What follows belongs to an exercise in optimizing a design on an open flow for small area, a short achievable clock period and few clock cycles per item; a production flow would make more cautious choices.
Function was checked by simulation only, so behaviour that the tests miss may differ from the original.

<file path="config.mk">
export PLATFORM = sky130hd
export DESIGN_NAME = exponential
export DESIGN_NICKNAME = exponential
export VERILOG_FILES = /design/flow/design.v
export SDC_FILE = /design/flow/constraint.sdc
export NUM_CORES = 4
export LEC_CHECK = 0
export ABC_AREA = 1
export CAP_MARGIN = 20
export CORE_MARGIN = 2
export CORE_UTILIZATION = 40
export PLACE_DENSITY = 0.6
export SETUP_SLACK_MARGIN = 3.5
export SLEW_MARGIN = 20
export SYNTH_HIERARCHICAL = 1
export SYNTH_MINIMUM_KEEP_SIZE = 0
</file>
<file path="constraint.sdc">
create_clock -name core_clock -period 9.0 [get_ports {clk}]
set_input_delay 1.8000 -clock core_clock [delete_from_list [all_inputs] [get_ports {clk}]]
set_output_delay 1.8000 -clock core_clock [all_outputs]
set_load 0.01 [all_outputs]
</file>
<file path="design.v">
module mul16(input [15:0] a, input [15:0] b, input [17:0] b3, output [15:0] hi);
	wire [16:0] b2 = {b, 1'b0};
	wire d0_1 = a[1:0] == 2'd1;
	wire d0_2 = a[1:0] == 2'd2;
	wire d0_3 = a[1:0] == 2'd3;
	wire pp1 = (d0_1 & b[0]) | (d0_2 & b2[0]) | (d0_3 & b3[0]);
	wire pp2 = (d0_1 & b[1]) | (d0_2 & b2[1]) | (d0_3 & b3[1]);
	wire pp3 = (d0_1 & b[2]) | (d0_2 & b2[2]) | (d0_3 & b3[2]);
	wire pp4 = (d0_1 & b[3]) | (d0_2 & b2[3]) | (d0_3 & b3[3]);
	wire pp5 = (d0_1 & b[4]) | (d0_2 & b2[4]) | (d0_3 & b3[4]);
	wire pp6 = (d0_1 & b[5]) | (d0_2 & b2[5]) | (d0_3 & b3[5]);
	wire pp7 = (d0_1 & b[6]) | (d0_2 & b2[6]) | (d0_3 & b3[6]);
	wire pp8 = (d0_1 & b[7]) | (d0_2 & b2[7]) | (d0_3 & b3[7]);
	wire pp9 = (d0_1 & b[8]) | (d0_2 & b2[8]) | (d0_3 & b3[8]);
	wire pp10 = (d0_1 & b[9]) | (d0_2 & b2[9]) | (d0_3 & b3[9]);
	wire pp11 = (d0_1 & b[10]) | (d0_2 & b2[10]) | (d0_3 & b3[10]);
	wire pp12 = (d0_1 & b[11]) | (d0_2 & b2[11]) | (d0_3 & b3[11]);
	wire pp13 = (d0_1 & b[12]) | (d0_2 & b2[12]) | (d0_3 & b3[12]);
	wire pp14 = (d0_1 & b[13]) | (d0_2 & b2[13]) | (d0_3 & b3[13]);
	wire pp15 = (d0_1 & b[14]) | (d0_2 & b2[14]) | (d0_3 & b3[14]);
	wire pp16 = (d0_1 & b[15]) | (d0_2 & b2[15]) | (d0_3 & b3[15]);
	wire pp17 = (d0_2 & b2[16]) | (d0_3 & b3[16]);
	wire pp18 = (d0_3 & b3[17]);
	wire d1_1 = a[3:2] == 2'd1;
	wire d1_2 = a[3:2] == 2'd2;
	wire d1_3 = a[3:2] == 2'd3;
	wire pp19 = (d1_1 & b[0]) | (d1_2 & b2[0]) | (d1_3 & b3[0]);
	wire pp20 = (d1_1 & b[1]) | (d1_2 & b2[1]) | (d1_3 & b3[1]);
	wire pp21 = (d1_1 & b[2]) | (d1_2 & b2[2]) | (d1_3 & b3[2]);
	wire pp22 = (d1_1 & b[3]) | (d1_2 & b2[3]) | (d1_3 & b3[3]);
	wire pp23 = (d1_1 & b[4]) | (d1_2 & b2[4]) | (d1_3 & b3[4]);
	wire pp24 = (d1_1 & b[5]) | (d1_2 & b2[5]) | (d1_3 & b3[5]);
	wire pp25 = (d1_1 & b[6]) | (d1_2 & b2[6]) | (d1_3 & b3[6]);
	wire pp26 = (d1_1 & b[7]) | (d1_2 & b2[7]) | (d1_3 & b3[7]);
	wire pp27 = (d1_1 & b[8]) | (d1_2 & b2[8]) | (d1_3 & b3[8]);
	wire pp28 = (d1_1 & b[9]) | (d1_2 & b2[9]) | (d1_3 & b3[9]);
	wire pp29 = (d1_1 & b[10]) | (d1_2 & b2[10]) | (d1_3 & b3[10]);
	wire pp30 = (d1_1 & b[11]) | (d1_2 & b2[11]) | (d1_3 & b3[11]);
	wire pp31 = (d1_1 & b[12]) | (d1_2 & b2[12]) | (d1_3 & b3[12]);
	wire pp32 = (d1_1 & b[13]) | (d1_2 & b2[13]) | (d1_3 & b3[13]);
	wire pp33 = (d1_1 & b[14]) | (d1_2 & b2[14]) | (d1_3 & b3[14]);
	wire pp34 = (d1_1 & b[15]) | (d1_2 & b2[15]) | (d1_3 & b3[15]);
	wire pp35 = (d1_2 & b2[16]) | (d1_3 & b3[16]);
	wire pp36 = (d1_3 & b3[17]);
	wire d2_1 = a[5:4] == 2'd1;
	wire d2_2 = a[5:4] == 2'd2;
	wire d2_3 = a[5:4] == 2'd3;
	wire pp37 = (d2_1 & b[0]) | (d2_2 & b2[0]) | (d2_3 & b3[0]);
	wire pp38 = (d2_1 & b[1]) | (d2_2 & b2[1]) | (d2_3 & b3[1]);
	wire pp39 = (d2_1 & b[2]) | (d2_2 & b2[2]) | (d2_3 & b3[2]);
	wire pp40 = (d2_1 & b[3]) | (d2_2 & b2[3]) | (d2_3 & b3[3]);
	wire pp41 = (d2_1 & b[4]) | (d2_2 & b2[4]) | (d2_3 & b3[4]);
	wire pp42 = (d2_1 & b[5]) | (d2_2 & b2[5]) | (d2_3 & b3[5]);
	wire pp43 = (d2_1 & b[6]) | (d2_2 & b2[6]) | (d2_3 & b3[6]);
	wire pp44 = (d2_1 & b[7]) | (d2_2 & b2[7]) | (d2_3 & b3[7]);
	wire pp45 = (d2_1 & b[8]) | (d2_2 & b2[8]) | (d2_3 & b3[8]);
	wire pp46 = (d2_1 & b[9]) | (d2_2 & b2[9]) | (d2_3 & b3[9]);
	wire pp47 = (d2_1 & b[10]) | (d2_2 & b2[10]) | (d2_3 & b3[10]);
	wire pp48 = (d2_1 & b[11]) | (d2_2 & b2[11]) | (d2_3 & b3[11]);
	wire pp49 = (d2_1 & b[12]) | (d2_2 & b2[12]) | (d2_3 & b3[12]);
	wire pp50 = (d2_1 & b[13]) | (d2_2 & b2[13]) | (d2_3 & b3[13]);
	wire pp51 = (d2_1 & b[14]) | (d2_2 & b2[14]) | (d2_3 & b3[14]);
	wire pp52 = (d2_1 & b[15]) | (d2_2 & b2[15]) | (d2_3 & b3[15]);
	wire pp53 = (d2_2 & b2[16]) | (d2_3 & b3[16]);
	wire pp54 = (d2_3 & b3[17]);
	wire d3_1 = a[7:6] == 2'd1;
	wire d3_2 = a[7:6] == 2'd2;
	wire d3_3 = a[7:6] == 2'd3;
	wire pp55 = (d3_1 & b[0]) | (d3_2 & b2[0]) | (d3_3 & b3[0]);
	wire pp56 = (d3_1 & b[1]) | (d3_2 & b2[1]) | (d3_3 & b3[1]);
	wire pp57 = (d3_1 & b[2]) | (d3_2 & b2[2]) | (d3_3 & b3[2]);
	wire pp58 = (d3_1 & b[3]) | (d3_2 & b2[3]) | (d3_3 & b3[3]);
	wire pp59 = (d3_1 & b[4]) | (d3_2 & b2[4]) | (d3_3 & b3[4]);
	wire pp60 = (d3_1 & b[5]) | (d3_2 & b2[5]) | (d3_3 & b3[5]);
	wire pp61 = (d3_1 & b[6]) | (d3_2 & b2[6]) | (d3_3 & b3[6]);
	wire pp62 = (d3_1 & b[7]) | (d3_2 & b2[7]) | (d3_3 & b3[7]);
	wire pp63 = (d3_1 & b[8]) | (d3_2 & b2[8]) | (d3_3 & b3[8]);
	wire pp64 = (d3_1 & b[9]) | (d3_2 & b2[9]) | (d3_3 & b3[9]);
	wire pp65 = (d3_1 & b[10]) | (d3_2 & b2[10]) | (d3_3 & b3[10]);
	wire pp66 = (d3_1 & b[11]) | (d3_2 & b2[11]) | (d3_3 & b3[11]);
	wire pp67 = (d3_1 & b[12]) | (d3_2 & b2[12]) | (d3_3 & b3[12]);
	wire pp68 = (d3_1 & b[13]) | (d3_2 & b2[13]) | (d3_3 & b3[13]);
	wire pp69 = (d3_1 & b[14]) | (d3_2 & b2[14]) | (d3_3 & b3[14]);
	wire pp70 = (d3_1 & b[15]) | (d3_2 & b2[15]) | (d3_3 & b3[15]);
	wire pp71 = (d3_2 & b2[16]) | (d3_3 & b3[16]);
	wire pp72 = (d3_3 & b3[17]);
	wire d4_1 = a[9:8] == 2'd1;
	wire d4_2 = a[9:8] == 2'd2;
	wire d4_3 = a[9:8] == 2'd3;
	wire pp73 = (d4_1 & b[0]) | (d4_2 & b2[0]) | (d4_3 & b3[0]);
	wire pp74 = (d4_1 & b[1]) | (d4_2 & b2[1]) | (d4_3 & b3[1]);
	wire pp75 = (d4_1 & b[2]) | (d4_2 & b2[2]) | (d4_3 & b3[2]);
	wire pp76 = (d4_1 & b[3]) | (d4_2 & b2[3]) | (d4_3 & b3[3]);
	wire pp77 = (d4_1 & b[4]) | (d4_2 & b2[4]) | (d4_3 & b3[4]);
	wire pp78 = (d4_1 & b[5]) | (d4_2 & b2[5]) | (d4_3 & b3[5]);
	wire pp79 = (d4_1 & b[6]) | (d4_2 & b2[6]) | (d4_3 & b3[6]);
	wire pp80 = (d4_1 & b[7]) | (d4_2 & b2[7]) | (d4_3 & b3[7]);
	wire pp81 = (d4_1 & b[8]) | (d4_2 & b2[8]) | (d4_3 & b3[8]);
	wire pp82 = (d4_1 & b[9]) | (d4_2 & b2[9]) | (d4_3 & b3[9]);
	wire pp83 = (d4_1 & b[10]) | (d4_2 & b2[10]) | (d4_3 & b3[10]);
	wire pp84 = (d4_1 & b[11]) | (d4_2 & b2[11]) | (d4_3 & b3[11]);
	wire pp85 = (d4_1 & b[12]) | (d4_2 & b2[12]) | (d4_3 & b3[12]);
	wire pp86 = (d4_1 & b[13]) | (d4_2 & b2[13]) | (d4_3 & b3[13]);
	wire pp87 = (d4_1 & b[14]) | (d4_2 & b2[14]) | (d4_3 & b3[14]);
	wire pp88 = (d4_1 & b[15]) | (d4_2 & b2[15]) | (d4_3 & b3[15]);
	wire pp89 = (d4_2 & b2[16]) | (d4_3 & b3[16]);
	wire pp90 = (d4_3 & b3[17]);
	wire d5_1 = a[11:10] == 2'd1;
	wire d5_2 = a[11:10] == 2'd2;
	wire d5_3 = a[11:10] == 2'd3;
	wire pp91 = (d5_1 & b[0]) | (d5_2 & b2[0]) | (d5_3 & b3[0]);
	wire pp92 = (d5_1 & b[1]) | (d5_2 & b2[1]) | (d5_3 & b3[1]);
	wire pp93 = (d5_1 & b[2]) | (d5_2 & b2[2]) | (d5_3 & b3[2]);
	wire pp94 = (d5_1 & b[3]) | (d5_2 & b2[3]) | (d5_3 & b3[3]);
	wire pp95 = (d5_1 & b[4]) | (d5_2 & b2[4]) | (d5_3 & b3[4]);
	wire pp96 = (d5_1 & b[5]) | (d5_2 & b2[5]) | (d5_3 & b3[5]);
	wire pp97 = (d5_1 & b[6]) | (d5_2 & b2[6]) | (d5_3 & b3[6]);
	wire pp98 = (d5_1 & b[7]) | (d5_2 & b2[7]) | (d5_3 & b3[7]);
	wire pp99 = (d5_1 & b[8]) | (d5_2 & b2[8]) | (d5_3 & b3[8]);
	wire pp100 = (d5_1 & b[9]) | (d5_2 & b2[9]) | (d5_3 & b3[9]);
	wire pp101 = (d5_1 & b[10]) | (d5_2 & b2[10]) | (d5_3 & b3[10]);
	wire pp102 = (d5_1 & b[11]) | (d5_2 & b2[11]) | (d5_3 & b3[11]);
	wire pp103 = (d5_1 & b[12]) | (d5_2 & b2[12]) | (d5_3 & b3[12]);
	wire pp104 = (d5_1 & b[13]) | (d5_2 & b2[13]) | (d5_3 & b3[13]);
	wire pp105 = (d5_1 & b[14]) | (d5_2 & b2[14]) | (d5_3 & b3[14]);
	wire pp106 = (d5_1 & b[15]) | (d5_2 & b2[15]) | (d5_3 & b3[15]);
	wire pp107 = (d5_2 & b2[16]) | (d5_3 & b3[16]);
	wire pp108 = (d5_3 & b3[17]);
	wire d6_1 = a[13:12] == 2'd1;
	wire d6_2 = a[13:12] == 2'd2;
	wire d6_3 = a[13:12] == 2'd3;
	wire pp109 = (d6_1 & b[0]) | (d6_2 & b2[0]) | (d6_3 & b3[0]);
	wire pp110 = (d6_1 & b[1]) | (d6_2 & b2[1]) | (d6_3 & b3[1]);
	wire pp111 = (d6_1 & b[2]) | (d6_2 & b2[2]) | (d6_3 & b3[2]);
	wire pp112 = (d6_1 & b[3]) | (d6_2 & b2[3]) | (d6_3 & b3[3]);
	wire pp113 = (d6_1 & b[4]) | (d6_2 & b2[4]) | (d6_3 & b3[4]);
	wire pp114 = (d6_1 & b[5]) | (d6_2 & b2[5]) | (d6_3 & b3[5]);
	wire pp115 = (d6_1 & b[6]) | (d6_2 & b2[6]) | (d6_3 & b3[6]);
	wire pp116 = (d6_1 & b[7]) | (d6_2 & b2[7]) | (d6_3 & b3[7]);
	wire pp117 = (d6_1 & b[8]) | (d6_2 & b2[8]) | (d6_3 & b3[8]);
	wire pp118 = (d6_1 & b[9]) | (d6_2 & b2[9]) | (d6_3 & b3[9]);
	wire pp119 = (d6_1 & b[10]) | (d6_2 & b2[10]) | (d6_3 & b3[10]);
	wire pp120 = (d6_1 & b[11]) | (d6_2 & b2[11]) | (d6_3 & b3[11]);
	wire pp121 = (d6_1 & b[12]) | (d6_2 & b2[12]) | (d6_3 & b3[12]);
	wire pp122 = (d6_1 & b[13]) | (d6_2 & b2[13]) | (d6_3 & b3[13]);
	wire pp123 = (d6_1 & b[14]) | (d6_2 & b2[14]) | (d6_3 & b3[14]);
	wire pp124 = (d6_1 & b[15]) | (d6_2 & b2[15]) | (d6_3 & b3[15]);
	wire pp125 = (d6_2 & b2[16]) | (d6_3 & b3[16]);
	wire pp126 = (d6_3 & b3[17]);
	wire d7_1 = a[15:14] == 2'd1;
	wire d7_2 = a[15:14] == 2'd2;
	wire d7_3 = a[15:14] == 2'd3;
	wire pp127 = (d7_1 & b[0]) | (d7_2 & b2[0]) | (d7_3 & b3[0]);
	wire pp128 = (d7_1 & b[1]) | (d7_2 & b2[1]) | (d7_3 & b3[1]);
	wire pp129 = (d7_1 & b[2]) | (d7_2 & b2[2]) | (d7_3 & b3[2]);
	wire pp130 = (d7_1 & b[3]) | (d7_2 & b2[3]) | (d7_3 & b3[3]);
	wire pp131 = (d7_1 & b[4]) | (d7_2 & b2[4]) | (d7_3 & b3[4]);
	wire pp132 = (d7_1 & b[5]) | (d7_2 & b2[5]) | (d7_3 & b3[5]);
	wire pp133 = (d7_1 & b[6]) | (d7_2 & b2[6]) | (d7_3 & b3[6]);
	wire pp134 = (d7_1 & b[7]) | (d7_2 & b2[7]) | (d7_3 & b3[7]);
	wire pp135 = (d7_1 & b[8]) | (d7_2 & b2[8]) | (d7_3 & b3[8]);
	wire pp136 = (d7_1 & b[9]) | (d7_2 & b2[9]) | (d7_3 & b3[9]);
	wire pp137 = (d7_1 & b[10]) | (d7_2 & b2[10]) | (d7_3 & b3[10]);
	wire pp138 = (d7_1 & b[11]) | (d7_2 & b2[11]) | (d7_3 & b3[11]);
	wire pp139 = (d7_1 & b[12]) | (d7_2 & b2[12]) | (d7_3 & b3[12]);
	wire pp140 = (d7_1 & b[13]) | (d7_2 & b2[13]) | (d7_3 & b3[13]);
	wire pp141 = (d7_1 & b[14]) | (d7_2 & b2[14]) | (d7_3 & b3[14]);
	wire pp142 = (d7_1 & b[15]) | (d7_2 & b2[15]) | (d7_3 & b3[15]);
	wire pp143 = (d7_2 & b2[16]) | (d7_3 & b3[16]);
	wire pp144 = (d7_3 & b3[17]);
	wire s145 = pp13 ^ pp29;
	wire c146 = pp13 & pp29;
	wire s147, c148;
	fa us147(pp14, pp30, pp46, s147, c148);
	wire s149, c150;
	fa us149(pp15, pp31, pp47, s149, c150);
	wire s151 = pp63 ^ pp79;
	wire c152 = pp63 & pp79;
	wire s153, c154;
	fa us153(pp16, pp32, pp48, s153, c154);
	wire s155, c156;
	fa us155(pp64, pp80, pp96, s155, c156);
	wire s157, c158;
	fa us157(pp17, pp33, pp49, s157, c158);
	wire s159, c160;
	fa us159(pp65, pp81, pp97, s159, c160);
	wire s161, c162;
	fa us161(pp18, pp34, pp50, s161, c162);
	wire s163, c164;
	fa us163(pp66, pp82, pp98, s163, c164);
	wire s165, c166;
	fa us165(pp35, pp51, pp67, s165, c166);
	wire s167 = pp83 ^ pp99;
	wire c168 = pp83 & pp99;
	wire s169, c170;
	fa us169(pp36, pp52, pp68, s169, c170);
	wire s171 = pp84 ^ pp100;
	wire c172 = pp84 & pp100;
	wire s173, c174;
	fa us173(pp53, pp69, pp85, s173, c174);
	wire s175 = pp54 ^ pp70;
	wire c176 = pp54 & pp70;
	wire s177 = pp9 ^ pp25;
	wire c178 = pp9 & pp25;
	wire s179, c180;
	fa us179(pp10, pp26, pp42, s179, c180);
	wire s181, c182;
	fa us181(pp11, pp27, pp43, s181, c182);
	wire s183 = pp59 ^ pp75;
	wire c184 = pp59 & pp75;
	wire s185, c186;
	fa us185(pp12, pp28, pp44, s185, c186);
	wire s187, c188;
	fa us187(pp60, pp76, pp92, s187, c188);
	wire s189, c190;
	fa us189(s145, pp45, pp61, s189, c190);
	wire s191, c192;
	fa us191(pp77, pp93, pp109, s191, c192);
	wire s193, c194;
	fa us193(c146, s147, pp62, s193, c194);
	wire s195, c196;
	fa us195(pp78, pp94, pp110, s195, c196);
	wire s197, c198;
	fa us197(c148, s149, s151, s197, c198);
	wire s199, c200;
	fa us199(pp95, pp111, pp127, s199, c200);
	wire s201, c202;
	fa us201(c150, c152, s153, s201, c202);
	wire s203, c204;
	fa us203(s155, pp112, pp128, s203, c204);
	wire s205, c206;
	fa us205(c154, c156, s157, s205, c206);
	wire s207, c208;
	fa us207(s159, pp113, pp129, s207, c208);
	wire s209, c210;
	fa us209(c158, c160, s161, s209, c210);
	wire s211, c212;
	fa us211(s163, pp114, pp130, s211, c212);
	wire s213, c214;
	fa us213(c162, c164, s165, s213, c214);
	wire s215, c216;
	fa us215(s167, pp115, pp131, s215, c216);
	wire s217, c218;
	fa us217(c166, c168, s169, s217, c218);
	wire s219, c220;
	fa us219(s171, pp116, pp132, s219, c220);
	wire s221, c222;
	fa us221(c170, c172, s173, s221, c222);
	wire s223, c224;
	fa us223(pp101, pp117, pp133, s223, c224);
	wire s225, c226;
	fa us225(c174, s175, pp86, s225, c226);
	wire s227, c228;
	fa us227(pp102, pp118, pp134, s227, c228);
	wire s229, c230;
	fa us229(c176, pp71, pp87, s229, c230);
	wire s231, c232;
	fa us231(pp103, pp119, pp135, s231, c232);
	wire s233, c234;
	fa us233(pp72, pp88, pp104, s233, c234);
	wire s235 = pp120 ^ pp136;
	wire c236 = pp120 & pp136;
	wire s237, c238;
	fa us237(pp89, pp105, pp121, s237, c238);
	wire s239 = pp90 ^ pp106;
	wire c240 = pp90 & pp106;
	wire s241 = pp7 ^ pp23;
	wire c242 = pp7 & pp23;
	wire s243, c244;
	fa us243(pp8, pp24, pp40, s243, c244);
	wire s245, c246;
	fa us245(s177, pp41, pp57, s245, c246);
	wire s247, c248;
	fa us247(c178, s179, pp58, s247, c248);
	wire s249, c250;
	fa us249(c180, s181, s183, s249, c250);
	wire s251, c252;
	fa us251(c182, c184, s185, s251, c252);
	wire s253, c254;
	fa us253(c186, c188, s189, s253, c254);
	wire s255, c256;
	fa us255(c190, c192, s193, s255, c256);
	wire s257, c258;
	fa us257(c194, c196, s197, s257, c258);
	wire s259, c260;
	fa us259(c198, c200, s201, s259, c260);
	wire s261, c262;
	fa us261(c202, c204, s205, s261, c262);
	wire s263, c264;
	fa us263(c206, c208, s209, s263, c264);
	wire s265, c266;
	fa us265(c210, c212, s213, s265, c266);
	wire s267, c268;
	fa us267(c214, c216, s217, s267, c268);
	wire s269, c270;
	fa us269(c218, c220, s221, s269, c270);
	wire s271, c272;
	fa us271(c222, c224, s225, s271, c272);
	wire s273, c274;
	fa us273(c226, c228, s229, s273, c274);
	wire s275, c276;
	fa us275(c230, c232, s233, s275, c276);
	wire s277, c278;
	fa us277(c234, c236, s237, s277, c278);
	wire s279, c280;
	fa us279(c238, s239, pp122, s279, c280);
	wire s281, c282;
	fa us281(c240, pp107, pp123, s281, c282);
	wire s283 = pp108 ^ pp124;
	wire c284 = pp108 & pp124;
	wire s285 = pp5 ^ pp21;
	wire c286 = pp5 & pp21;
	wire s287, c288;
	fa us287(pp6, pp22, pp38, s287, c288);
	wire s289, c290;
	fa us289(s241, pp39, pp55, s289, c290);
	wire s291, c292;
	fa us291(c242, s243, pp56, s291, c292);
	wire s293, c294;
	fa us293(c244, s245, pp73, s293, c294);
	wire s295, c296;
	fa us295(c246, s247, pp74, s295, c296);
	wire s297, c298;
	fa us297(c248, s249, pp91, s297, c298);
	wire s299, c300;
	fa us299(c250, s251, s187, s299, c300);
	wire s301, c302;
	fa us301(c252, s253, s191, s301, c302);
	wire s303, c304;
	fa us303(c254, s255, s195, s303, c304);
	wire s305, c306;
	fa us305(c256, s257, s199, s305, c306);
	wire s307, c308;
	fa us307(c258, s259, s203, s307, c308);
	wire s309, c310;
	fa us309(c260, s261, s207, s309, c310);
	wire s311, c312;
	fa us311(c262, s263, s211, s311, c312);
	wire s313, c314;
	fa us313(c264, s265, s215, s313, c314);
	wire s315, c316;
	fa us315(c266, s267, s219, s315, c316);
	wire s317, c318;
	fa us317(c268, s269, s223, s317, c318);
	wire s319, c320;
	fa us319(c270, s271, s227, s319, c320);
	wire s321, c322;
	fa us321(c272, s273, s231, s321, c322);
	wire s323, c324;
	fa us323(c274, s275, s235, s323, c324);
	wire s325, c326;
	fa us325(c276, s277, pp137, s325, c326);
	wire s327, c328;
	fa us327(c278, s279, pp138, s327, c328);
	wire s329, c330;
	fa us329(c280, s281, pp139, s329, c330);
	wire s331, c332;
	fa us331(c282, s283, pp140, s331, c332);
	wire s333, c334;
	fa us333(c284, pp125, pp141, s333, c334);
	wire s335 = pp126 ^ pp142;
	wire c336 = pp126 & pp142;
	wire [31:0] ra = {pp144, c336, c334, c332, c330, c328, c326, c324, c322, c320, c318, c316, c314, c312, c310, c308, c306, c304, c302, c300, c298, c296, c294, c292, c290, c288, c286, s285, pp4, pp3, pp2, pp1};
	wire [31:0] rb = {1'b0, pp143, s335, s333, s331, s329, s327, s325, s323, s321, s319, s317, s315, s313, s311, s309, s307, s305, s303, s301, s299, s297, s295, s293, s291, s289, s287, pp37, pp20, pp19, 1'b0, 1'b0};
	wire [31:0] pp_ = ra ^ rb;
	wire [31:0] gg_ = ra & rb;
	wire G1 = gg_[1] | (pp_[1] & gg_[0]);
	wire P1 = pp_[1] & pp_[0];
	wire G2 = gg_[3] | (pp_[3] & gg_[2]);
	wire P2 = pp_[3] & pp_[2];
	wire G3 = gg_[5] | (pp_[5] & gg_[4]);
	wire P3 = pp_[5] & pp_[4];
	wire G4 = gg_[7] | (pp_[7] & gg_[6]);
	wire P4 = pp_[7] & pp_[6];
	wire G5 = gg_[9] | (pp_[9] & gg_[8]);
	wire P5 = pp_[9] & pp_[8];
	wire G6 = gg_[11] | (pp_[11] & gg_[10]);
	wire P6 = pp_[11] & pp_[10];
	wire G7 = gg_[13] | (pp_[13] & gg_[12]);
	wire P7 = pp_[13] & pp_[12];
	wire G8 = gg_[15] | (pp_[15] & gg_[14]);
	wire P8 = pp_[15] & pp_[14];
	wire G9 = gg_[17] | (pp_[17] & gg_[16]);
	wire P9 = pp_[17] & pp_[16];
	wire G10 = gg_[19] | (pp_[19] & gg_[18]);
	wire P10 = pp_[19] & pp_[18];
	wire G11 = gg_[21] | (pp_[21] & gg_[20]);
	wire P11 = pp_[21] & pp_[20];
	wire G12 = gg_[23] | (pp_[23] & gg_[22]);
	wire P12 = pp_[23] & pp_[22];
	wire G13 = gg_[25] | (pp_[25] & gg_[24]);
	wire P13 = pp_[25] & pp_[24];
	wire G14 = gg_[27] | (pp_[27] & gg_[26]);
	wire P14 = pp_[27] & pp_[26];
	wire G15 = gg_[29] | (pp_[29] & gg_[28]);
	wire P15 = pp_[29] & pp_[28];
	wire G16 = gg_[31] | (pp_[31] & gg_[30]);
	wire P16 = pp_[31] & pp_[30];
	wire G17 = G2 | (P2 & G1);
	wire P17 = P2 & P1;
	wire G18 = G4 | (P4 & G3);
	wire P18 = P4 & P3;
	wire G19 = G6 | (P6 & G5);
	wire P19 = P6 & P5;
	wire G20 = G8 | (P8 & G7);
	wire P20 = P8 & P7;
	wire G21 = G10 | (P10 & G9);
	wire P21 = P10 & P9;
	wire G22 = G12 | (P12 & G11);
	wire P22 = P12 & P11;
	wire G23 = G14 | (P14 & G13);
	wire P23 = P14 & P13;
	wire G24 = G16 | (P16 & G15);
	wire P24 = P16 & P15;
	wire G25 = G18 | (P18 & G17);
	wire P25 = P18 & P17;
	wire G26 = G20 | (P20 & G19);
	wire P26 = P20 & P19;
	wire G27 = G22 | (P22 & G21);
	wire P27 = P22 & P21;
	wire G28 = G24 | (P24 & G23);
	wire P28 = P24 & P23;
	wire G29 = G26 | (P26 & G25);
	wire P29 = P26 & P25;
	wire G30 = G28 | (P28 & G27);
	wire P30 = P28 & P27;
	wire G31 = G30 | (P30 & G29);
	wire P31 = P30 & P29;
	wire G32 = G27 | (P27 & G29);
	wire P32 = P27 & P29;
	wire G33 = G19 | (P19 & G25);
	wire P33 = P19 & P25;
	wire G34 = G21 | (P21 & G29);
	wire P34 = P21 & P29;
	wire G35 = G23 | (P23 & G32);
	wire P35 = P23 & P32;
	wire G36 = G3 | (P3 & G17);
	wire P36 = P3 & P17;
	wire G37 = G5 | (P5 & G25);
	wire P37 = P5 & P25;
	wire G38 = G7 | (P7 & G33);
	wire P38 = P7 & P33;
	wire G39 = G9 | (P9 & G29);
	wire P39 = P9 & P29;
	wire G40 = G11 | (P11 & G34);
	wire P40 = P11 & P34;
	wire G41 = G13 | (P13 & G32);
	wire P41 = P13 & P32;
	wire G42 = G15 | (P15 & G35);
	wire P42 = P15 & P35;
	wire G43 = gg_[2] | (pp_[2] & G1);
	wire P43 = pp_[2] & P1;
	wire G44 = gg_[4] | (pp_[4] & G17);
	wire P44 = pp_[4] & P17;
	wire G45 = gg_[6] | (pp_[6] & G36);
	wire P45 = pp_[6] & P36;
	wire G46 = gg_[8] | (pp_[8] & G25);
	wire P46 = pp_[8] & P25;
	wire G47 = gg_[10] | (pp_[10] & G37);
	wire P47 = pp_[10] & P37;
	wire G48 = gg_[12] | (pp_[12] & G33);
	wire P48 = pp_[12] & P33;
	wire G49 = gg_[14] | (pp_[14] & G38);
	wire P49 = pp_[14] & P38;
	wire G50 = gg_[16] | (pp_[16] & G29);
	wire P50 = pp_[16] & P29;
	wire G51 = gg_[18] | (pp_[18] & G39);
	wire P51 = pp_[18] & P39;
	wire G52 = gg_[20] | (pp_[20] & G34);
	wire P52 = pp_[20] & P34;
	wire G53 = gg_[22] | (pp_[22] & G40);
	wire P53 = pp_[22] & P40;
	wire G54 = gg_[24] | (pp_[24] & G32);
	wire P54 = pp_[24] & P32;
	wire G55 = gg_[26] | (pp_[26] & G41);
	wire P55 = pp_[26] & P41;
	wire G56 = gg_[28] | (pp_[28] & G35);
	wire P56 = pp_[28] & P35;
	wire G57 = gg_[30] | (pp_[30] & G42);
	wire P57 = pp_[30] & P42;
	assign hi = pp_[31:16] ^ {G57, G42, G56, G35, G55, G41, G54, G32, G53, G40, G52, G34, G51, G39, G50, G29};
endmodule
module fa(input a, b, c, output s, co);
	assign s = a ^ b ^ c;
	assign co = (a & b) | (a & c) | (b & c);
endmodule
module exponential(input clk, rst, start, input [15:0] _x, output done,
                   output [1:0] intpart, output [15:0] fracpart);
	reg [3:0] st;           
	reg idle;               
	reg sh0, sh1, sh2;      
	reg term;               
	reg [15:0] b, t;
	reg [17:0] b3;          
	reg [17:0] r;
	wire go = idle & start;
	wire [3:0] nst = go ? 4'd1 : (idle | st == 4'd9) ? 4'd0 : st + 4'd1;
	always @(posedge clk or posedge rst) begin
		if (rst) begin
			st   <= 4'd0;
			idle <= 1'b1;
			sh0  <= 1'b0;
			sh1  <= 1'b0;
			sh2  <= 1'b0;
		end else begin
			st   <= nst;
			idle <= (nst == 4'd0);
			sh0  <= (nst != 4'd0) & (nst != 4'd1) & (nst != 4'd4);
			sh1  <= (nst == 4'd1);                                
			sh2  <= (nst == 4'd4);                                
		end
	end
	always @(posedge clk) begin
		term <= (nst == 4'd1) | (nst == 4'd2) | (nst == 4'd4) |
		        (nst == 4'd5) | (nst == 4'd7) | (nst == 4'd9);  
	end
	reg [15:0] bn;
	always @(*) begin
		case (nst)
			4'd3:    bn = 16'h5555;
			4'd6:    bn = 16'h3333;
			4'd8:    bn = 16'h2AAA;
			default: bn = _x;
		endcase
	end
	wire [17:0] x3_a = {2'b00, _x};
	wire [17:0] x3_b = {1'b0, _x, 1'b0};
	wire [17:0] x3_p = x3_a ^ x3_b;
	wire [17:0] x3_g = x3_a & x3_b;
	wire x3_G1 = x3_g[1] | (x3_p[1] & x3_g[0]);
	wire x3_P1 = x3_p[1] & x3_p[0];
	wire x3_G2 = x3_g[3] | (x3_p[3] & x3_g[2]);
	wire x3_P2 = x3_p[3] & x3_p[2];
	wire x3_G3 = x3_g[5] | (x3_p[5] & x3_g[4]);
	wire x3_P3 = x3_p[5] & x3_p[4];
	wire x3_G4 = x3_g[7] | (x3_p[7] & x3_g[6]);
	wire x3_P4 = x3_p[7] & x3_p[6];
	wire x3_G5 = x3_g[9] | (x3_p[9] & x3_g[8]);
	wire x3_P5 = x3_p[9] & x3_p[8];
	wire x3_G6 = x3_g[11] | (x3_p[11] & x3_g[10]);
	wire x3_P6 = x3_p[11] & x3_p[10];
	wire x3_G7 = x3_g[13] | (x3_p[13] & x3_g[12]);
	wire x3_P7 = x3_p[13] & x3_p[12];
	wire x3_G8 = x3_g[15] | (x3_p[15] & x3_g[14]);
	wire x3_P8 = x3_p[15] & x3_p[14];
	wire x3_G9 = x3_g[17] | (x3_p[17] & x3_g[16]);
	wire x3_P9 = x3_p[17] & x3_p[16];
	wire x3_G10 = x3_G2 | (x3_P2 & x3_G1);
	wire x3_P10 = x3_P2 & x3_P1;
	wire x3_G11 = x3_G4 | (x3_P4 & x3_G3);
	wire x3_P11 = x3_P4 & x3_P3;
	wire x3_G12 = x3_G6 | (x3_P6 & x3_G5);
	wire x3_P12 = x3_P6 & x3_P5;
	wire x3_G13 = x3_G8 | (x3_P8 & x3_G7);
	wire x3_P13 = x3_P8 & x3_P7;
	wire x3_G14 = x3_G11 | (x3_P11 & x3_G10);
	wire x3_P14 = x3_P11 & x3_P10;
	wire x3_G15 = x3_G13 | (x3_P13 & x3_G12);
	wire x3_P15 = x3_P13 & x3_P12;
	wire x3_G16 = x3_G15 | (x3_P15 & x3_G14);
	wire x3_P16 = x3_P15 & x3_P14;
	wire x3_G17 = x3_G12 | (x3_P12 & x3_G14);
	wire x3_P17 = x3_P12 & x3_P14;
	wire x3_G18 = x3_G3 | (x3_P3 & x3_G10);
	wire x3_P18 = x3_P3 & x3_P10;
	wire x3_G19 = x3_G5 | (x3_P5 & x3_G14);
	wire x3_P19 = x3_P5 & x3_P14;
	wire x3_G20 = x3_G7 | (x3_P7 & x3_G17);
	wire x3_P20 = x3_P7 & x3_P17;
	wire x3_G21 = x3_G9 | (x3_P9 & x3_G16);
	wire x3_P21 = x3_P9 & x3_P16;
	wire x3_G22 = x3_g[2] | (x3_p[2] & x3_G1);
	wire x3_P22 = x3_p[2] & x3_P1;
	wire x3_G23 = x3_g[4] | (x3_p[4] & x3_G10);
	wire x3_P23 = x3_p[4] & x3_P10;
	wire x3_G24 = x3_g[6] | (x3_p[6] & x3_G18);
	wire x3_P24 = x3_p[6] & x3_P18;
	wire x3_G25 = x3_g[8] | (x3_p[8] & x3_G14);
	wire x3_P25 = x3_p[8] & x3_P14;
	wire x3_G26 = x3_g[10] | (x3_p[10] & x3_G19);
	wire x3_P26 = x3_p[10] & x3_P19;
	wire x3_G27 = x3_g[12] | (x3_p[12] & x3_G17);
	wire x3_P27 = x3_p[12] & x3_P17;
	wire x3_G28 = x3_g[14] | (x3_p[14] & x3_G20);
	wire x3_P28 = x3_p[14] & x3_P20;
	wire x3_G29 = x3_g[16] | (x3_p[16] & x3_G16);
	wire x3_P29 = x3_p[16] & x3_P16;
	wire [17:0] x3 = x3_p ^ {x3_G29, x3_G16, x3_G28, x3_G20, x3_G27, x3_G17, x3_G26, x3_G19, x3_G25, x3_G14, x3_G24, x3_G18, x3_G23, x3_G10, x3_G22, x3_G1, x3_g[0], 1'b0};
	reg [17:0] bn3;
	always @(*) begin
		case (nst)
			4'd3:    bn3 = 18'h0FFFF;    
			4'd6:    bn3 = 18'h09999;    
			4'd8:    bn3 = 18'h07FFE;    
			default: bn3 = x3;
		endcase
	end
	always @(posedge clk)
		b3 <= bn3;
	wire [15:0] ph;                      
	mul16 mul(.a(t), .b(b), .b3(b3), .hi(ph));
	wire [15:0] tn = ({16{sh0}} & ph) | ({16{sh1}} & {1'b0, ph[15:1]}) |
	                 ({16{sh2}} & {2'b00, ph[15:2]}) | ({16{idle}} & t1);
	wire [15:0] t1;
	assign t1[0] = ~g_dec[16].z & _x[0];
	genvar k;
	generate
		for (k = 1; k <= 16; k = k + 1) begin : g_dec
			wire z;
			if (k == 1) begin : g_first
				assign z = 1'b1;
			end else begin : g_next
				assign z = g_dec[k-1].z & ~_x[k-1];
			end
		end
		for (k = 1; k <= 15; k = k + 1) begin : g_t1
			assign t1[k] = ~g_dec[16].z & (_x[k] ^ g_dec[k].z);
		end
	endgenerate
	wire [6:0] u6 = t[6:0];
	reg [3:0] t7;
	always @(*) begin
		if (u6 >= 7'd85) t7 = 4'd12;
		else if (u6 >= 7'd78) t7 = 4'd11;
		else if (u6 >= 7'd71) t7 = 4'd10;
		else if (u6 >= 7'd64) t7 = 4'd9;
		else if (u6 >= 7'd57) t7 = 4'd8;
		else if (u6 >= 7'd50) t7 = 4'd7;
		else if (u6 >= 7'd43) t7 = 4'd6;
		else if (u6 >= 7'd36) t7 = 4'd5;
		else if (u6 >= 7'd29) t7 = 4'd4;
		else if (u6 >= 7'd22) t7 = 4'd3;
		else if (u6 >= 7'd15) t7 = 4'd2;
		else if (u6 >= 7'd8) t7 = 4'd1;
		else t7 = 4'd0;
	end
	wire t8 = b >= 16'd62481;
	wire [17:0] ra_a = r;
	wire [17:0] ra_b = {2'b00, t};
	wire [17:0] ra_p = ra_a ^ ra_b;
	wire [17:0] ra_g = ra_a & ra_b;
	wire ra_G1 = ra_g[1] | (ra_p[1] & ra_g[0]);
	wire ra_P1 = ra_p[1] & ra_p[0];
	wire ra_G2 = ra_g[3] | (ra_p[3] & ra_g[2]);
	wire ra_P2 = ra_p[3] & ra_p[2];
	wire ra_G3 = ra_g[5] | (ra_p[5] & ra_g[4]);
	wire ra_P3 = ra_p[5] & ra_p[4];
	wire ra_G4 = ra_g[7] | (ra_p[7] & ra_g[6]);
	wire ra_P4 = ra_p[7] & ra_p[6];
	wire ra_G5 = ra_g[9] | (ra_p[9] & ra_g[8]);
	wire ra_P5 = ra_p[9] & ra_p[8];
	wire ra_G6 = ra_g[11] | (ra_p[11] & ra_g[10]);
	wire ra_P6 = ra_p[11] & ra_p[10];
	wire ra_G7 = ra_g[13] | (ra_p[13] & ra_g[12]);
	wire ra_P7 = ra_p[13] & ra_p[12];
	wire ra_G8 = ra_g[15] | (ra_p[15] & ra_g[14]);
	wire ra_P8 = ra_p[15] & ra_p[14];
	wire ra_G9 = ra_g[17] | (ra_p[17] & ra_g[16]);
	wire ra_P9 = ra_p[17] & ra_p[16];
	wire ra_G10 = ra_G2 | (ra_P2 & ra_G1);
	wire ra_P10 = ra_P2 & ra_P1;
	wire ra_G11 = ra_G4 | (ra_P4 & ra_G3);
	wire ra_P11 = ra_P4 & ra_P3;
	wire ra_G12 = ra_G6 | (ra_P6 & ra_G5);
	wire ra_P12 = ra_P6 & ra_P5;
	wire ra_G13 = ra_G8 | (ra_P8 & ra_G7);
	wire ra_P13 = ra_P8 & ra_P7;
	wire ra_G14 = ra_G11 | (ra_P11 & ra_G10);
	wire ra_P14 = ra_P11 & ra_P10;
	wire ra_G15 = ra_G13 | (ra_P13 & ra_G12);
	wire ra_P15 = ra_P13 & ra_P12;
	wire ra_G16 = ra_G15 | (ra_P15 & ra_G14);
	wire ra_P16 = ra_P15 & ra_P14;
	wire ra_G17 = ra_G12 | (ra_P12 & ra_G14);
	wire ra_P17 = ra_P12 & ra_P14;
	wire ra_G18 = ra_G3 | (ra_P3 & ra_G10);
	wire ra_P18 = ra_P3 & ra_P10;
	wire ra_G19 = ra_G5 | (ra_P5 & ra_G14);
	wire ra_P19 = ra_P5 & ra_P14;
	wire ra_G20 = ra_G7 | (ra_P7 & ra_G17);
	wire ra_P20 = ra_P7 & ra_P17;
	wire ra_G21 = ra_G9 | (ra_P9 & ra_G16);
	wire ra_P21 = ra_P9 & ra_P16;
	wire ra_G22 = ra_g[2] | (ra_p[2] & ra_G1);
	wire ra_P22 = ra_p[2] & ra_P1;
	wire ra_G23 = ra_g[4] | (ra_p[4] & ra_G10);
	wire ra_P23 = ra_p[4] & ra_P10;
	wire ra_G24 = ra_g[6] | (ra_p[6] & ra_G18);
	wire ra_P24 = ra_p[6] & ra_P18;
	wire ra_G25 = ra_g[8] | (ra_p[8] & ra_G14);
	wire ra_P25 = ra_p[8] & ra_P14;
	wire ra_G26 = ra_g[10] | (ra_p[10] & ra_G19);
	wire ra_P26 = ra_p[10] & ra_P19;
	wire ra_G27 = ra_g[12] | (ra_p[12] & ra_G17);
	wire ra_P27 = ra_p[12] & ra_P17;
	wire ra_G28 = ra_g[14] | (ra_p[14] & ra_G20);
	wire ra_P28 = ra_p[14] & ra_P20;
	wire ra_G29 = ra_g[16] | (ra_p[16] & ra_G16);
	wire ra_P29 = ra_p[16] & ra_P16;
	wire [17:0] racc = ra_p ^ {ra_G29, ra_G16, ra_G28, ra_G20, ra_G27, ra_G17, ra_G26, ra_G19, ra_G25, ra_G14, ra_G24, ra_G18, ra_G23, ra_G10, ra_G22, ra_G1, ra_g[0], 1'b0};
	always @(posedge clk) begin
		if (go | !idle) begin
			b <= bn;
			t[6:0] <= tn[6:0];
		end
		t[15:7] <= tn[15:7];         
		if (go)
			r <= 18'h0FFFF;
		else if (term)
			r <= racc;
	end
	wire [4:0]  lo = {1'b0, r[3:0]} + {1'b0, t7} + {4'd0, t8};
	wire [13:0] hi = lo[4] ? r[17:4] + 14'd1 : r[17:4];
	assign done = idle;
	assign {intpart, fracpart} = {hi, lo[3:0]};
endmodule
</file>
<file path="run.sh">
#!/bin/bash
# synth_recipe.tcl (not shown) runs the flow's synth.tcl, then flattens the netlist and writes it again
# the make line also repeats each setting of config.mk as NAME=value (left out here)
make -C /OpenROAD-flow-scripts/flow DESIGN_CONFIG=/design/flow/config.mk WORK_HOME=/design/flow/orfs CLKGATE_MAP_FILE= SYNTH_SCRIPT=/design/flow/synth_recipe.tcl finish
</file>
==> results of run 1 <==
## state kept, by name, summed over array words and instances, names as in the netlist
name and count:
b 16, t 16, sh2 1, term 1, r 18, sh0 1, sh1 1, b3 18
st 4, idle 1
## through the flow
step                worst slack, ps  util (%)  hold slack (ps)  instances
finish                         3630      48.0              501       1567
global route                   3440      48.0              548       1567
CTS                            3440      45.5              506       1539
detailed placement             3230      43.1              495       1487
global placement               3190      43.1              478       1487
floorplan                      3940         -              462       1170
## per-module statistics from Yosys (local to each module, per instance)
| module | flip-flops and latches | cells inside | copies in the design |
|---|---|---|---|
| fa | 0 | 1 | 83 |
| mul16 | 0 | 508 | 1 |
| exponential | 77 | 579 | 1 |
## final timing paths
path	start	end	slack, ps	depth (start not counted)
setup / recovery	t[3]$_DFFE_PP_	t[5]$_DFFE_PP_	3630	25
hold / removal	r[17]$_SDFFE_PP0P_	r[17]$_SDFFE_PP0P_	500	2
setup reg to reg	t[3]$_DFFE_PP_	t[5]$_DFFE_PP_	3630	25
hold reg to reg	r[17]$_SDFFE_PP0P_	r[17]$_SDFFE_PP0P_	500	2
max in group asynchronous	rst	idle$_DFF_PP1_	7020	2
min in group asynchronous	rst	sh0$_DFF_PP0_	1690	2
## critical path: stages, from the launching register on
cell and delay, ps:
edfxtp_1 500, buf_4 180, buf_4 130, nor2_2 120, buf_6 160, nand2_1 90, o221ai_4 70, fa_1 460
fa_2 560, fa_2 450, fa_1 460, ha_1 280, nand2_1 80, inv_1 40, nand3_1 80, a31oi_1 50
nor2_1 130, nand2_2 130, nand2_2 100, nand3_2 80, nand2_2 70, nand2_2 50, fa_2 400, xor2_4 180
nand2_1 100, o2111ai_2 120
## cell families after synthesis
| kind of cell | count (synthesis) |
|---|---|
| compound gates | 254 |
| xor+xnor | 32 |
| fa+ha+maj | 198 |
| buf+inv | 182 |
| flops | 77 |
| simple gates | 427 |
## final cells by class
| class | count | area [um^2] |
|---|---|---|
| fill | 2359 | 12600 |
| sequential | 77 | 1810 |
| multi-input combinational | 911 | 7730 |
| inverter | 131 | 504 |
| timing repair buffer | 108 | 926 |
| clock inverter | 7 | 38.8 |
| tap | 324 | 405 |
| clock buffer | 9 | 225 |
## cells in the mapped netlist, types with 23 or more instances
| cell type | count |
|---|---|
| a21oi_1 | 31 |
| clkbuf_1 | 46 |
| dfxtp_1 | 46 |
| edfxtp_1 | 23 |
| fa_1 | 108 |
| ha_1 | 90 |
| inv_1 | 118 |
| nand2_1 | 292 |
| nand3_1 | 37 |
| nor2_1 | 51 |
| o21ai_0 | 35 |
| o221ai_1 | 118 |
## per-layer routing
layer	track usage [%]	vias up	part of all wire (%)
met4	8.93	0	4.0
met2	38.4	446	47
met5	0	-	0
met3	6.10	105	8.3
li1	-	4223	-
met1	31.8	4440	41
## timing repair
| action | CTS | global route |
|---|---|---|
| gates cloned | 0 | 1 |
| setup buffers | 36 | 27 |
| hold buffers | 0 | 0 |
| resized for setup | 20 | 82 |
| pin swaps | 1 | 19 |
| endpoints found under the setup margin | 28 | 28 |
==> results.cfg, run 1 <==
[status]
status = finished clean

[floorplan]
ios = 38
placementRows = 57
die_x_um = 161
start_util_pct = 40.5
core_region_area_um2 = 24200
die-area_um2 = 25800
die_h_um = 161

[route]
routed_wl_um = 31800
via_per_inst = 5.88
drtAntennaViolNets = 0
vias = 9214
drc_errors = 0
firstDrtPassIters = 5
initialDrtViolationCount = 720
routed_wire_length_per_instance_um = 20.3

[cts]
clkSinkCount = 77
cts_root_buf = clkbuf_16
cts_max_level = 3
clk_pin_slew_worst_paths_ps = 60
cts_buffers = 9
clock_latency_ps = 350
tritoncts = built
clockBufferDepth = 2

[logic_synthesis]
ys_async_sr_fraction_pct = 10.4
synth_fa_ha_area_share_pct = 33.5
synth-edff-count = 23
synth_area_leaders = fa_1 (22%), ha_1 (11%), nand2_1 (11%)
synthSimpleGateAreaFrac_pct = 18.8
yosysTopAreaCell = fa_1
synth_top_area_share_pct = 22.0
syn_area_per_cell_um2 = 8.40
synth_cell_types = 51
ys.flop_type = dfxtp_1
yosys_warnings = 7
synth_compound_area_share_pct = 19.4
synthCells = 1170
syn_nets = 1387
synth_top_family_by_area = adder cells
synthMuxAreaShare_pct = 0
yosysSeqAreaShare_pct = 18.4
ys_seq_elements = 77
synth.cell_area_um2 = 9830
synth-xor-area-share_pct = 2.93

[critical_path]
worstSetupStartpointType = flop
required_ps = 9080
worstPathMaxFanout = 8
end_kind = flop
worstSetupPathType = reg -> reg
arrival_ps = 5450

[timing]
final.setup.tns_ps = 0
worst_pin_slew_ps = 824
slew_headroom_pct = 45.0
rsz0062_at_grt = yes
finClkSkew_ps = 8.03
fmax_mhz = 186
finalCritPeriodShare_pct = 59.7
setup_viol = 0
finalHoldViolCount = 0
fin_crit_ps = 5370
maxSlewViolCount = 0

[layout]
postLayoutCellArea_um2 = 11600
synthToLayoutAreaGrowth_pct = 18.5
nets = 1455
layout_commonest_cell = nand2_1
antenna_cells = 0
mostFrequentLayoutCells = nand2_1 (273), inv_1 (115), o221ai_1 (108), fa_1 (99), ha_1 (87)
drive_gt1_share_pct = 17.0

[global_route]
grt_util_all_layers_pct = 24.1
grt_pass1_wl_um = 48600
antenna_found_initial = 0
first_global_vias = 8951
grt_max_degree = 24
grt.overflow.total = 0

[placed_design]
port_buffers = 37
place_area_um2 = 10500
dp_hpwl_um = 22800
gp_congestion = 0.899

[hold_path]
hp-class = reg -> reg

[flow_run]
maxCapViolCount = 0
Testbench counts, summed over its fixed seeds: cycles 12,006, items 1,200.
==> run 2: changes to the inputs <==
--- a/design.v
+++ b/design.v
@@ -493,6 +493,7 @@
 	reg [15:0] b, t;
 	reg [17:0] b3;          
 	reg [17:0] r;
+	reg [6:0] u6;            
 	wire go = idle & start;
 	wire [3:0] nst = go ? 4'd1 : (idle | st == 4'd9) ? 4'd0 : st + 4'd1;
 	always @(posedge clk or posedge rst) begin
@@ -617,7 +618,6 @@
 			assign t1[k] = ~g_dec[16].z & (_x[k] ^ g_dec[k].z);
 		end
 	endgenerate
-	wire [6:0] u6 = t[6:0];
 	reg [3:0] t7;
 	always @(*) begin
 		if (u6 >= 7'd85) t7 = 4'd12;
@@ -699,11 +699,11 @@
 	wire ra_P29 = ra_p[16] & ra_P16;
 	wire [17:0] racc = ra_p ^ {ra_G29, ra_G16, ra_G28, ra_G20, ra_G27, ra_G17, ra_G26, ra_G19, ra_G25, ra_G14, ra_G24, ra_G18, ra_G23, ra_G10, ra_G22, ra_G1, ra_g[0], 1'b0};
 	always @(posedge clk) begin
-		if (go | !idle) begin
+		if (go | !idle)
 			b <= bn;
-			t[6:0] <= tn[6:0];
-		end
-		t[15:7] <= tn[15:7];         
+		t <= tn;                     
+		if (st == 4'd9)
+			u6 <= tn[6:0];           
 		if (go)
 			r <= 18'h0FFFF;
 		else if (term)
==> results.cfg, run 2 <==
[status]
status = finished clean

[logic_synthesis]
syn_nets = 1394
ys_top_cells_by_count = nand2_1 (268), inv_1 (132), o221ai_1 (119), fa_1 (108), ha_1 (90)
yosysSeqAreaShare_pct = 19.7
synth_cell_types = 51
yosys_warnings = 7
ys.flop_type = dfxtp_1
synth.cell_area_um2 = 9890
synthCells = 1177
ys_seq_elements = 84
yosysTopAreaCell = fa_1
synth.most_common_cell = nand2_1
synth_area_leaders = fa_1 (22%), ha_1 (11%), dfxtp_1 (11%)
synth_top_area_share_pct = 21.9
syn_area_per_cell_um2 = 8.40
synth-edff-count = 23
ys_async_sr_fraction_pct = 9.52

[cts]
clock_latency_ps = 350
clockBufferDepth = 2
cts_buffers = 9
tritoncts = built
clk_pin_slew_worst_paths_ps = 70
cts_max_level = 3
cts_root_buf = clkbuf_16
postCtsHoldBufs = 0
clkSinkCount = 84

[placed_design]
port_buffers = 37
gp_congestion = 0.928
dp.cells = 1498
dp_hpwl_um = 23300

[timing]
finalCritPeriodShare_pct = 59.4
maxSlewViolCount = 0
rsz0062_at_grt = yes
final.setup.tns_ps = 0
finalHoldViolCount = 0
slew_headroom_pct = 45.5
fin_crit_ps = 5350
worst_pin_slew_ps = 816
whs_ps = 492
setup_viol = 0
finClkSkew_ps = 9.19
fmax_mhz = 187

[route]
via_per_inst = 5.83
firstDrtPassIters = 5
drtAntennaViolNets = 0
initialDrtViolationCount = 871
routed_wire_length_per_instance_um = 20.4
drc_errors = 0
vias = 9134
routed_wl_um = 32000

[global_route]
grt_max_degree = 20
first_global_vias = 8891
grt.overflow.total = 0
grt_pass1_wl_um = 48900
grt_util_all_layers_pct = 24.2
antenna_found_initial = 0

[flow_run]
maxCapViolCount = 0

[floorplan]
ios = 38
die_x_um = 161
core_region_area_um2 = 24300
placementRows = 57
die-area_um2 = 26000
start_util_pct = 40.7
die_h_um = 161

[hold_path]
hp-start = r[17]$_SDFFE_PP0P_
holdPathStages = 2
hp-class = reg -> reg
min_to = r[17]$_SDFFE_PP0P_

[critical_path]
r2r-end = u6[4]$_DFFE_PP_
worstSetupStartpointType = flop
end_kind = flop
reg2reg_depth = 25
arrival_ps = 5440
reg2reg_slack_ps = 3650
r2r-start = t[4]$_DFF_P_
worstSetupPathType = reg -> reg
worstPathMaxFanout = 7
required_ps = 9090

[layout]
synthToLayoutAreaGrowth_pct = 17.0
multiInputGateArea_um2 = 7510
utilization_pct = 47.6
stdcell_count = 1568
layout_commonest_cell = nand2_1
mostFrequentLayoutCells = nand2_1 (256), inv_1 (122), o221ai_1 (113), fa_1 (100), ha_1 (88)
final-seq-area_um2 = 1970
drive_gt1_share_pct = 14.5
fillers = 2337
nets = 1456
antenna_cells = 0
top_regs = b3 (18), r (18)

[power_and_ir_drop]
run 2: kinds of logic (layout without fill, tap and decap cells):
logic type                 count (synthesis)  in the layout  synth area share, %
and+or+nand+nor                          396            397                 17.0
buffers and inverters                    190            256                 7.27
adders and majority gates                198            198                 33.2
DFF                                       84             84                 19.7
xor gates and xnor gates                  31             31                 2.75
AOI/OAI and AO/OA                        278            278                 20.0
run 2: layout make-up:
class / count / share of cell area (%)
well taps: 324 / 3.50
clock buffers: 10 / 1.98
repair buffers: 99 / 7.39
flip-flops and latches: 84 / 17.0
clock inverters: 6 / 0.411
multi-input cells: 904 / 64.9
inverters: 141 / 4.77
run 2: critical path, stage by stage (launching register included):
cell	delay, ps
dfxtp_4	370
clkinvlp_4	150
nor2_4	150
buf_6	150
nand2_1	90
o221ai_2	90
fa_1	480
fa_2	560
fa_2	440
fa_1	460
ha_1	280
nand2_1	60
inv_1	50
nand3_1	100
a31oi_1	200
nor2_1	80
nand2_2	140
nand2_1	80
nand3_2	80
nand2_1	50
nand2_1	90
fa_2	480
inv_2	80
o21ai_0	70
a21oi_1	190
o21ai_2	110
run 2: per-module statistics from Yosys, one instance, submodules excluded:
| module | cells | area (um^2) | times used | flops+latches |
|---|---|---|---|---|
| fa | 1 | 20.0 | 83 | 0 |
| exponential | 586 | 5080 | 1 | 84 |
| mul16 | 508 | 3150 | 1 | 0 |
run 2: per-stage QoR:
stage	setup WS (ps)	area (um^2)
4_1_cts	3520	10900
3_3_place_gp	3230	10500
6_report	3650	11600
5_1_grt	3430	11600
2_1_floorplan	3960	9890
3_5_place_dp	3200	10500
run 2: worst max-delay path by stage:
stage / cells after the start / slack [ps] / endpoint / startpoint
floorplan: 21 / 3960 / u6[3]$_DFFE_PP_ / t[4]$_DFF_P_
global placement: 19 / 3230 / u6[4]$_DFFE_PP_ / _x[1]
detailed placement: 19 / 3200 / u6[4]$_DFFE_PP_ / _x[1]
CTS: 22 / 3520 / u6[4]$_DFFE_PP_ / t[4]$_DFF_P_
global route: 25 / 3430 / u6[4]$_DFFE_PP_ / t[4]$_DFF_P_
finish: 25 / 3650 / u6[4]$_DFFE_PP_ / t[4]$_DFF_P_
run 2: metal layers:
metal  up-vias  wire length, um  GRT usage, %
met5         -                0             0
met4         0             1070          8.48
met3        86             2670          5.42
met2       470            14900          39.4
met1      4337            13300          31.9
li1       4241                -             -
run 2: what timing repair did:
item | 4_1_cts | 5_1_grt
resized for setup | 23 | 82
pin swaps | 1 | 11
cloned | 0 | 2
setup endpoints to repair | 31 | 34
setup buffers | 12 | 40
Testbench counts of run 2, summed over its fixed seeds: cycles 12,006, items 1,200.
==> run 3: changes to the inputs <==
--- a/design.v
+++ b/design.v
@@ -634,7 +634,7 @@
 		else if (u6 >= 7'd8) t7 = 4'd1;
 		else t7 = 4'd0;
 	end
-	wire t8 = b >= 16'd62481;
+	reg t8;
 	wire [17:0] ra_a = r;
 	wire [17:0] ra_b = {2'b00, t};
 	wire [17:0] ra_p = ra_a ^ ra_b;
@@ -699,11 +699,12 @@
 	wire ra_P29 = ra_p[16] & ra_P16;
 	wire [17:0] racc = ra_p ^ {ra_G29, ra_G16, ra_G28, ra_G20, ra_G27, ra_G17, ra_G26, ra_G19, ra_G25, ra_G14, ra_G24, ra_G18, ra_G23, ra_G10, ra_G22, ra_G1, ra_g[0], 1'b0};
 	always @(posedge clk) begin
-		if (go | !idle)
-			b <= bn;
+		b <= bn;
 		t <= tn;                     
-		if (st == 4'd9)
+		if (st == 4'd9) begin        
 			u6 <= tn[6:0];           
+			t8 <= b >= 16'd62481;    
+		end
 		if (go)
 			r <= 18'h0FFFF;
 		else if (term)
==> results.cfg, run 3 <==
[floorplan]
placementRows = 57
start_util_pct = 40.6
die_x_um = 161
ios = 38
core_region_area_um2 = 24200
die-area_um2 = 25900
die_h_um = 161

[timing]
slew_headroom_pct = 48.9
fin_crit_ps = 5280
fin_ws_ps = 3720
finalCritPeriodShare_pct = 58.7
finalHoldViolCount = 0
setup_viol = 0
fmax_mhz = 189
rsz0062_at_grt = yes
worst_pin_slew_ps = 765
final.setup.tns_ps = 0
finClkSkew_ps = 9.81
maxSlewViolCount = 0

[global_route]
grt_pass1_wl_um = 48900
grt_max_degree = 21
antenna_found_initial = 0
grt.overflow.total = 0
first_global_vias = 8867
grt_util_all_layers_pct = 24.0

[cts]
cts_root_buf = clkbuf_16
clock_latency_ps = 350
tritoncts = built
cts_buffers = 9
cts_max_level = 3
clockBufferDepth = 2
clkSinkCount = 84
clk_pin_slew_worst_paths_ps = 60

[route]
wl_met1_um = 12700
firstDrtPassIters = 7
routed-wl-met3_um = 2470
vias = 9175
drtAntennaViolNets = 0
initialDrtViolationCount = 744
highest_layer = met4
routed_wl_um = 31200
via_per_inst = 5.92
wl_met2_um = 15100
drc_errors = 0
routed_wire_length_per_instance_um = 20.2

[layout]
utilization_pct = 47.1
postLayoutCellArea_um2 = 11400
drive_gt1_share_pct = 13.7
layout_commonest_cell = nand2_1
synthToLayoutAreaGrowth_pct = 16.0
mostFrequentLayoutCells = nand2_1 (270), inv_1 (111), o221ai_1 (109), fa_1 (106), ha_1 (90)
fillers = 2413
top_regs = b3 (18), r (18), t (16)
antenna_cells = 0
nets = 1437

[critical_path]
end_kind = output pin
worstSetupPathType = reg -> out
r2r-start = b[4]$_DFF_P_
required_ps = 7200
r2r-end = u6[6]$_DFFE_PP_
worstSetupStartpointType = flop
worstPathMaxFanout = 5
arrival_ps = 3480
critPathLaunch = u6[6]$_DFFE_PP_
crit_end = intpart[0]
reg2reg_depth = 21
reg2reg_slack_ps = 3760

[hold_path]
hp-class = reg -> reg
hp-start = r[17]$_SDFFE_PP0P_

[logic_synthesis]
syn_area_per_cell_um2 = 8.34
synth.most_common_cell = nand2_1
yosysSeqAreaShare_pct = 18.3
ys_top_cells_by_count = nand2_1 (283), inv_1 (122), o221ai_1 (118), fa_1 (108), ha_1 (90)
synth.cell_area_um2 = 9850
synth_area_leaders = fa_1 (22%), dfxtp_1 (14%), ha_1 (11%)
ys_async_sr_fraction_pct = 9.52
yosys_warnings = 7
synth-edff-count = 8
ys.flop_type = dfxtp_1
yosysTopAreaCell = fa_1
synthCells = 1181
syn_nets = 1398
synth_top_area_share_pct = 22.0
synth_cell_types = 54
ys_seq_elements = 84

[placed_design]
place_area_um2 = 10500
dp_hpwl_um = 23200
port_buffers = 37
gp_congestion = 0.896
place_ws_ps = 3190

[status]
status = finished clean

[flow_run]
maxCapViolCount = 0
[run 3: cell count changes after synthesis, moves of 5 or more]
cell       before  now
dfxtp_1        53   68
edfxtp_1       23    8
inv_1         132  122
nand2_1       268  283
nand3_1        35   40
o2111ai_1       2    8
o21ai_0        55   46
[run 3: worst max-delay path, cell delays in order, from the launching register on]
cell and delay (ps):
edfxtp_1 540, nor2_4 190, nand2_1 80, nand2_1 70
nand2_1 50, nand2_1 50, nand2_1 40, nand2_1 60
nand2_1 40, nand2_1 50, a21oi_1 70, fa_2 350
fa_2 350, nand3_1 90, nand2_2 120, and3_4 210
nand4_1 80, xor2_1 140, clkdlybuf4s50_1 550
[run 3: worst min-delay path by stage]
| stage | endpoint | slack [ps] | depth (start not counted) |
|---|---|---|---|
| final | r[17]$_SDFFE_PP0P_ | 510 | 2 |
| after global routing | r[17]$_SDFFE_PP0P_ | 540 | 2 |
| after CTS | r[17]$_SDFFE_PP0P_ | 510 | 2 |
| after detailed placement | r[17]$_SDFFE_PP0P_ | 500 | 2 |
| after global placement | r[17]$_SDFFE_PP0P_ | 480 | 2 |
| after floorplan | r[17]$_SDFFE_PP0P_ | 460 | 2 |
[run 3: cell families after synthesis]
| family | Yosys count | share of synthesized area [%] |
|---|---|---|
| DFF | 84 | 18.3 |
| xor gates and xnor gates | 29 | 2.58 |
| adders and majority gates | 198 | 33.4 |
| AOI/OAI and AO/OA | 265 | 19.7 |
| muxes | 1 | 0.114 |
| and+or+nand+nor | 424 | 18.9 |
| buffers and inverters | 180 | 6.99 |
[run 3: modules after synthesis, one instance, submodules excluded]
module       cell area [um^2]  flops+latches  cells inside
fa                       20.0              0             1
exponential              5040             84           590
mul16                    3150              0           508
[run 3: final cells by class]
class / instances / area, um^2 / area share (%)
Clock buffer: 11 / 254 / 2.22
Sequential cell: 84 / 1860 / 16.3
Tap cell: 324 / 405 / 3.55
Inverter: 131 / 529 / 4.63
Multi-Input combinational cell: 918 / 7580 / 66.3
Clock inverter: 5 / 105 / 0.920
Timing Repair Buffer: 76 / 693 / 6.07
[run 3: routing by layer]
layer | global-route usage, % | vias up
li1 | - | 4214
met1 | 31.7 | 4436
met2 | 39.6 | 444
met3 | 4.75 | 81
met4 | 7.55 | 0
met5 | 0 | -
[run 3: what timing repair did]
item | 4_1_cts | 5_1_grt
hold buffers | 0 | 0
gates cloned | 0 | 2
pin swaps | 1 | 5
endpoints found under the setup margin | 30 | 29
setup buffers | 2 | 26
gates resized for setup | 30 | 73
hold endpoints to repair | 0 | 0
[run 3: per-stage QoR]
step	cells	hold WS (ps)
after floorplan	1181	461
after global placement	1503	484
after detailed placement	1503	496
after CTS	1521	510
after global routing	1549	542
final	1549	511
Testbench counts of run 3, summed over its fixed seeds: cycles 12,006, items 1,200.

==> afterwards: timing with drivers on the ports <==
Ports are ideal in the flow. The routed layouts listed here were re-timed in OpenROAD. Step 1: set_driving_cell puts a clkbuf_16 on clk and a buf_2 on each other input, an assumption about the parent block. Step 2 times the ports against the registers' clock, not the clock port: input delays grow and output delays shrink by t, the midpoint of the rising clock arrivals with the driver on. Slacks: ideal ports / drivers / drivers and shift; pairs: ideal ports / drivers.
| run | t, ns | setup WS [ns] | hold slack, ns |
|---|---|---|---|
| run 1 | 0.383 | 3.627 / 3.627 / 3.347 | 0.501 / 0.501 / 0.501 |
| run 2 | 0.384 | 3.652 / 3.620 / 3.383 | 0.492 / 0.492 / 0.492 |
| run 3 | 0.380 | 3.720 / 3.682 / 3.383 | 0.511 / 0.511 / 0.511 |
After both steps every run listed still meets setup and hold. The setup slack of run 3, which loses most, moves by -0.038 ns with the drivers and by -0.337 ns with both steps.
